What follows belongs to an exercise in optimizing a design on an open flow for small area; a production flow would make more cautious choices.
In this exercise RTL edits were held to simulation tests only and were not proved equivalent to the original.
Power figures rest on the tool's default switching activity, not on a simulated workload. The flow treats the clock pin as an ideal source, which a real chip does not have.

// GoBang
module GoBang(SW, RESETN, LEDR, LEDG, HEX0, HEX1, CELL, CLOCK_50);
Settings: LEC_CHECK=0, CAP_MARGIN=20, CORE_MARGIN=2, CORE_UTILIZATION=60, PLACE_DENSITY=0.7, SLEW_MARGIN=20, SYNTH_HIERARCHICAL=1, SYNTH_MINIMUM_KEEP_SIZE=0; clock period 10.0 ns.
standard.sh (not shown) runs the stock make flow with config.mk's settings and CLKGATE_MAP_FILE= SYNTH_SCRIPT=/design/flow/synth_recipe.tcl, a recipe that flattens the netlist after the stock synthesis.
==> flow/flow/run.sh <==
#!/bin/bash
# The standard layout (standard.sh), with these changes: clock tree synthesis without dummy
# loads, plain buf_1 cells as the port buffers, and power recovery (downsizing of
# non-critical cells) after global routing.
set -euo pipefail
export CTS_ARGS="-sink_clustering_enable -repair_clock_nets -sink_clustering_size 24 -sink_clustering_max_diameter 150 -buf_list sky130_fd_sc_hd__clkbuf_16 -dont_use_dummy_load"
export BUFFER_PORTS_ARGS="-buffer_cell sky130_fd_sc_hd__buf_1"
export RECOVER_POWER=100
bash standard.sh > standard_make.log 2>&1
The starting point reached the layout checks and failed them: capacitance limit, slew limit.
==> next run, changes <==
==> flow/flow/run.sh (replaced) <==
#!/bin/bash
# The standard layout (standard.sh), with two changes: clock tree synthesis without dummy
# loads, and plain buf_1 cells as the port buffers.
set -euo pipefail
export CTS_ARGS="-sink_clustering_enable -repair_clock_nets -sink_clustering_size 30 -sink_clustering_max_diameter 150 -buf_list sky130_fd_sc_hd__clkbuf_16 -dont_use_dummy_load"
export BUFFER_PORTS_ARGS="-buffer_cell sky130_fd_sc_hd__buf_1"
bash standard.sh > standard_make.log 2>&1
CORE_UTILIZATION = 70   (was 60)
PLACE_DENSITY = 0.8   (was 0.7)
Effect: The new run produced a clean layout. Maximum frequency is higher slightly. Die area is lower by about a fifth. Setup slack improves by 0.15 ns. Cell area stays flat. Power is lower by a few percent. Via count is higher slightly. Wire length is lower by a few percent. Register-to-register slack degrades by 0.19 ns.


The RTL this note starts from:
==> flow/design.v <==
module GoBang(SW, RESETN, LEDR, LEDG, HEX0, HEX1, CELL, CLOCK_50);
    input [12:0] SW;
    input RESETN;
    input CLOCK_50;
    output [6:0] HEX0, HEX1;
    output [7:0] LEDG;
    output [7:0] LEDR;
    output [1:0] CELL;
    wire clk = CLOCK_50;
    wire [3:0] x = SW[7:4];
    wire [3:0] y = SW[3:0];
    wire put = SW[12];
    localparam INITIAL = 3'd0, CHOICE = 3'd1, PUT_WAIT = 3'd2, CHECK = 3'd3, CHANGE = 3'd4;
    reg [2:0] state;
    reg put_q;
    reg col1;       
    reg record;
    reg [255:0] pa, pb;
    reg [15:0] rflag;
    reg any01;
    wire [15:0] rsel = 16'd1 << x;
    wire [15:0] csel = 16'd1 << y;
    wire [15:0] rowa, rowb;
    genvar gm, gn;
    generate
        for (gm = 0; gm < 16; gm = gm + 1) begin : rmux
            wire [15:0] da, db;
            for (gn = 0; gn < 16; gn = gn + 1) begin : c
                assign da[gn] = pa[gn*16+gm];
                assign db[gn] = pb[gn*16+gm];
            end
            Mux16 ma(.d(da), .s(rsel), .y(rowa[gm]));
            Mux16 mb(.d(db), .s(rsel), .y(rowb[gm]));
        end
    endgenerate
    wire cella, cellb;
    Mux16 mca(.d(rowa), .s(csel), .y(cella));
    Mux16 mcb(.d(rowb), .s(csel), .y(cellb));
    wire empty = ~(cella | cellb);
    wire wr = empty & put & ~put_q;
    wire wa = wr & ~col1;
    wire wb = wr & col1;
    wire [15:0] ca = csel & {16{wa}};
    wire [15:0] cb = csel & {16{wb}};
    wire [15:0] nrowa = rowa | ca;
    wire [15:0] nrowb = rowb | cb;
    wire row5a, row5b;
    Five16 fra(.v(nrowa), .f(row5a));
    Five16 frb(.v(nrowb), .f(row5b));
    wire [15:0] c5a, c5b;
    generate
        for (gm = 0; gm < 16; gm = gm + 1) begin : ccol
            wire [15:0] va, vb;
            for (gn = 0; gn < 16; gn = gn + 1) begin : c
                assign va[gn] = pa[gn*16+gm];
                assign vb[gn] = pb[gn*16+gm];
            end
            Five16 fa(.v(va), .f(c5a[gm]));
            Five16 fb(.v(vb), .f(c5b[gm]));
        end
    endgenerate
    integer k;
    genvar gi, gj;
    generate
        for (gi = 0; gi < 16; gi = gi + 1) begin : row
            for (gj = 0; gj < 16; gj = gj + 1) begin : pt
                always @(posedge clk, negedge RESETN) begin
                    if (!RESETN) begin
                        pa[gi*16+gj] <= 1'b0;
                        pb[gi*16+gj] <= 1'b0;
                    end else begin
                        pa[gi*16+gj] <= pa[gi*16+gj] | (rsel[gi] & ca[gj]);
                        pb[gi*16+gj] <= pb[gi*16+gj] | (rsel[gi] & cb[gj]);
                    end
                end
            end
        end
    endgenerate
    always @(posedge clk, negedge RESETN) begin
        if (!RESETN) begin
            rflag <= 16'd0;
            any01 <= 1'b0;
        end else begin
            for (k = 0; k < 16; k = k + 1) begin
                if (rsel[k]) rflag[k] <= row5b & ~row5a;
            end
            any01 <= any01 | row5a;
        end
    end
    always @(posedge clk, negedge RESETN) begin
        if (!RESETN) begin
            state <= INITIAL;
            put_q <= 1'b1;
            col1 <= 1'b0;
        end else begin
            put_q <= put;
            case (state)
                INITIAL:  state <= CHOICE;
                CHOICE:   state <= put ? CHOICE : PUT_WAIT;
                PUT_WAIT: state <= put ? CHECK : PUT_WAIT;
                CHECK:    state <= CHANGE;
                CHANGE:   state <= CHOICE;
                default:  state <= INITIAL;
            endcase
            if (state == CHANGE && record) col1 <= ~col1;
        end
    end
    always @(posedge clk) begin
        if (state == CHOICE) record <= empty;
    end
    wire s10 = |{rflag, c5b & ~c5a};
    wire s01 = any01 | (|c5a);
    wire idle = ~s10 & ~s01;
    assign LEDR = {~s10 & s01, 1'b0, empty, 4'd0, idle & ~col1};
    assign LEDG = {idle & col1, 6'd0, s10};
    assign CELL = {cellb, cella};
    function [6:0] seg(input [3:0] d);
        case (d)
            4'h0: seg = 7'b1000000;
            4'h1: seg = 7'b1111001;
            4'h2: seg = 7'b0100100;
            4'h3: seg = 7'b0110000;
            4'h4: seg = 7'b0011001;
            4'h5: seg = 7'b0010010;
            4'h6: seg = 7'b0000010;
            4'h7: seg = 7'b1111000;
            4'h8: seg = 7'b0000000;
            4'h9: seg = 7'b0010000;
            4'hA: seg = 7'b0001000;
            4'hB: seg = 7'b0000011;
            4'hC: seg = 7'b1000110;
            4'hD: seg = 7'b0100001;
            4'hE: seg = 7'b0000110;
            default: seg = 7'b0001110;
        endcase
    endfunction
    assign HEX0 = seg(y);
    assign HEX1 = seg(x);
endmodule
module Mux16(d, s, y);
    input [15:0] d, s;
    output y;
    wire [5:0] n;
    Aoi222 g0(.a0(d[0]), .s0(s[0]), .a1(d[1]), .s1(s[1]), .a2(d[2]), .s2(s[2]), .y(n[0]));
    Aoi222 g1(.a0(d[3]), .s0(s[3]), .a1(d[4]), .s1(s[4]), .a2(d[5]), .s2(s[5]), .y(n[1]));
    Aoi222 g2(.a0(d[6]), .s0(s[6]), .a1(d[7]), .s1(s[7]), .a2(d[8]), .s2(s[8]), .y(n[2]));
    Aoi222 g3(.a0(d[9]), .s0(s[9]), .a1(d[10]), .s1(s[10]), .a2(d[11]), .s2(s[11]), .y(n[3]));
    Aoi222 g4(.a0(d[12]), .s0(s[12]), .a1(d[13]), .s1(s[13]), .a2(d[14]), .s2(s[14]), .y(n[4]));
    Nand2 g5(.a(d[15]), .b(s[15]), .y(n[5]));
    Nand6 g6(.a(n), .y(y));
endmodule
module Aoi222(a0, s0, a1, s1, a2, s2, y);
    input a0, s0, a1, s1, a2, s2;
    output y;
    assign y = ~((a0 & s0) | (a1 & s1) | (a2 & s2));
endmodule
module Nand2(a, b, y);
    input a, b;
    output y;
    assign y = ~(a & b);
endmodule
module Nand6(a, y);
    input [5:0] a;
    output y;
    assign y = ~(&a);
endmodule
module Five16(v, f);
    input [15:0] v;
    output f;
    wire [14:0] p = v[14:0] & v[15:1];
    wire [12:0] q = p[12:0] & p[14:2];
    assign f = |(q[11:0] & v[15:4]);
endmodule
clock: 10.0 ns
lec_check: 0
cap_margin: 20
core_margin: 2
core_utilization: 60
cts_buf_list: sky130_fd_sc_hd__clkbuf_16
cts_cluster_diameter: 60
cts_cluster_size: 28
place_density: 0.7
slew_margin: 20
synth_hierarchical: 1
synth_minimum_keep_size: 0
==> flow/flow/run.sh <==
#!/bin/bash
# The standard layout (standard.sh), with two changes: clock tree synthesis without dummy
# loads, and plain buf_1 cells as the port buffers.
set -euo pipefail
export CTS_ARGS="-sink_clustering_enable -repair_clock_nets -sink_clustering_size 28 -sink_clustering_max_diameter 60 -buf_list sky130_fd_sc_hd__clkbuf_16 -dont_use_dummy_load"
export BUFFER_PORTS_ARGS="-buffer_cell sky130_fd_sc_hd__buf_1"
bash standard.sh > standard_make.log 2>&1
The first run ran to the end with no violations.
Next try:
==> flow/flow/run.sh (replaced) <==
#!/bin/bash
# The standard layout (standard.sh), with two changes: clock tree synthesis without dummy
# loads, and plain buf_1 cells as the port buffers.
set -euo pipefail
export CTS_ARGS="-sink_clustering_enable -repair_clock_nets -sink_clustering_size 24 -sink_clustering_max_diameter 150 -buf_list sky130_fd_sc_hd__clkbuf_16 -dont_use_dummy_load"
export BUFFER_PORTS_ARGS="-buffer_cell sky130_fd_sc_hd__buf_1"
bash standard.sh > standard_make.log 2>&1
- CTS_BUF_LIST: sky130_fd_sc_hd__clkbuf_16 -> unset
- CTS_CLUSTER_DIAMETER: 60 -> unset
- CTS_CLUSTER_SIZE: 28 -> unset
Result: Critical path depth does not change; via count hardly moves; cell area shrinks slightly.
Next try:
==> flow/run.sh (new file) <==
#!/bin/bash
# synth_recipe.tcl (not shown) runs the flow's synth.tcl, then flattens the netlist and writes it again
# the make line also repeats each setting of config.mk as NAME=value (left out here)
make -C /OpenROAD-flow-scripts/flow DESIGN_CONFIG=/design/flow/config.mk WORK_HOME=/design/flow/orfs CLKGATE_MAP_FILE= SYNTH_SCRIPT=/design/flow/synth_recipe.tcl finish
- CTS_BUF_LIST: unset -> sky130_fd_sc_hd__clkbuf_16
- CTS_CLUSTER_DIAMETER: unset -> 60
- CTS_CLUSTER_SIZE: unset -> 28
removed: flow/flow/run.sh
removed: flow/standard.sh
The changed run completed with no timing, DRC or antenna violations; routed wire length rises by 1.7%; worst setup slack is worse by 470 ps; die area does not change; sequential power stays flat; via count rises by 0.74%; global-route usage rises by 0.66 points; cell area rises by 3.8%.
Next try:
==> flow/flow/run.sh (new file) <==
#!/bin/bash
# The standard layout (standard.sh), with two changes: clock tree synthesis without dummy
# loads, and plain buf_1 cells as the port buffers.
set -euo pipefail
export CTS_ARGS="-sink_clustering_enable -repair_clock_nets -sink_clustering_size 24 -sink_clustering_max_diameter 150 -buf_list sky130_fd_sc_hd__clkbuf_16 -dont_use_dummy_load"
export BUFFER_PORTS_ARGS="-buffer_cell sky130_fd_sc_hd__buf_1"
bash standard.sh > standard_make.log 2>&1
==> flow/standard.sh (new file) <==
#!/bin/bash
# synth_recipe.tcl (not shown) runs the flow's synth.tcl, then flattens the netlist and writes it again
# the make line also repeats each setting of config.mk as NAME=value (left out here)
make -C /OpenROAD-flow-scripts/flow DESIGN_CONFIG=/design/flow/config.mk WORK_HOME=/design/flow/orfs CLKGATE_MAP_FILE= SYNTH_SCRIPT=/design/flow/synth_recipe.tcl "${@:-finish}"
- CORE_UTILIZATION: 60 -> 70
- CTS_BUF_LIST: sky130_fd_sc_hd__clkbuf_16 -> unset
- CTS_CLUSTER_DIAMETER: 60 -> unset
- CTS_CLUSTER_SIZE: 28 -> unset
- GPL_TIMING_DRIVEN: unset -> 0
- PLACE_DENSITY: 0.7 -> 0.8
removed: flow/run.sh
Sequential cell count does not change.
Count of clock-buffer cells in the layout came out lower by 15.
Final area goes down by 1.8%.
Wire length grows by 2.1%.
Sequential power barely changes.
Total power decreases by 14%.
Final cell count goes down by 1.7%.
Global-route usage climbs by 6.9 points.
Critical path depth climbs by 10.

==> port drivers added, routing unchanged <==
The results above use ideal ports. As a check the final layouts listed here were re-extracted and re-timed, cells and wires unchanged. Step 1 sets driving cells, clkbuf_16 on the clock port and buf_2 on the other inputs (assumed; they add their load-dependent delay and slew). Step 2 moves the port delays by t, midway between the first and last clock arrival at a register: inputs arrive t later, outputs are due t later. That takes back most of the time a late clock gives input paths. a / b / c = ideal ports / drivers / drivers and shift; a / b = the first two.
| run | shift t [ns] | setup WS [ns] | cell pins on the clock port's net |
|---|---|---|---|
| the first run of note 1 | 0.637 | 1.164 / 1.157 / 0.520 | 1 |
| the second run of note 1 | 0.623 | 1.310 / 1.341 / 0.718 | 1 |
| the first run of note 2 | 0.621 | 1.600 / 1.591 / 0.970 | 1 |
| the second run of note 2 | 0.638 | 1.610 / 1.603 / 0.965 | 1 |
| the third run of note 2 | 0.641 | 1.143 / 1.102 / 0.627 | 1 |
| the fourth run of note 2 | 0.627 | 0.372 / 0.404 / -0.224 | 1 |
With both steps, setup timing fails in the fourth run of note 2, where it was met with ideal ports. For the second run of note 2, which loses most, drivers alone change the setup slack by -0.007 ns; drivers and shift together by -0.645 ns.
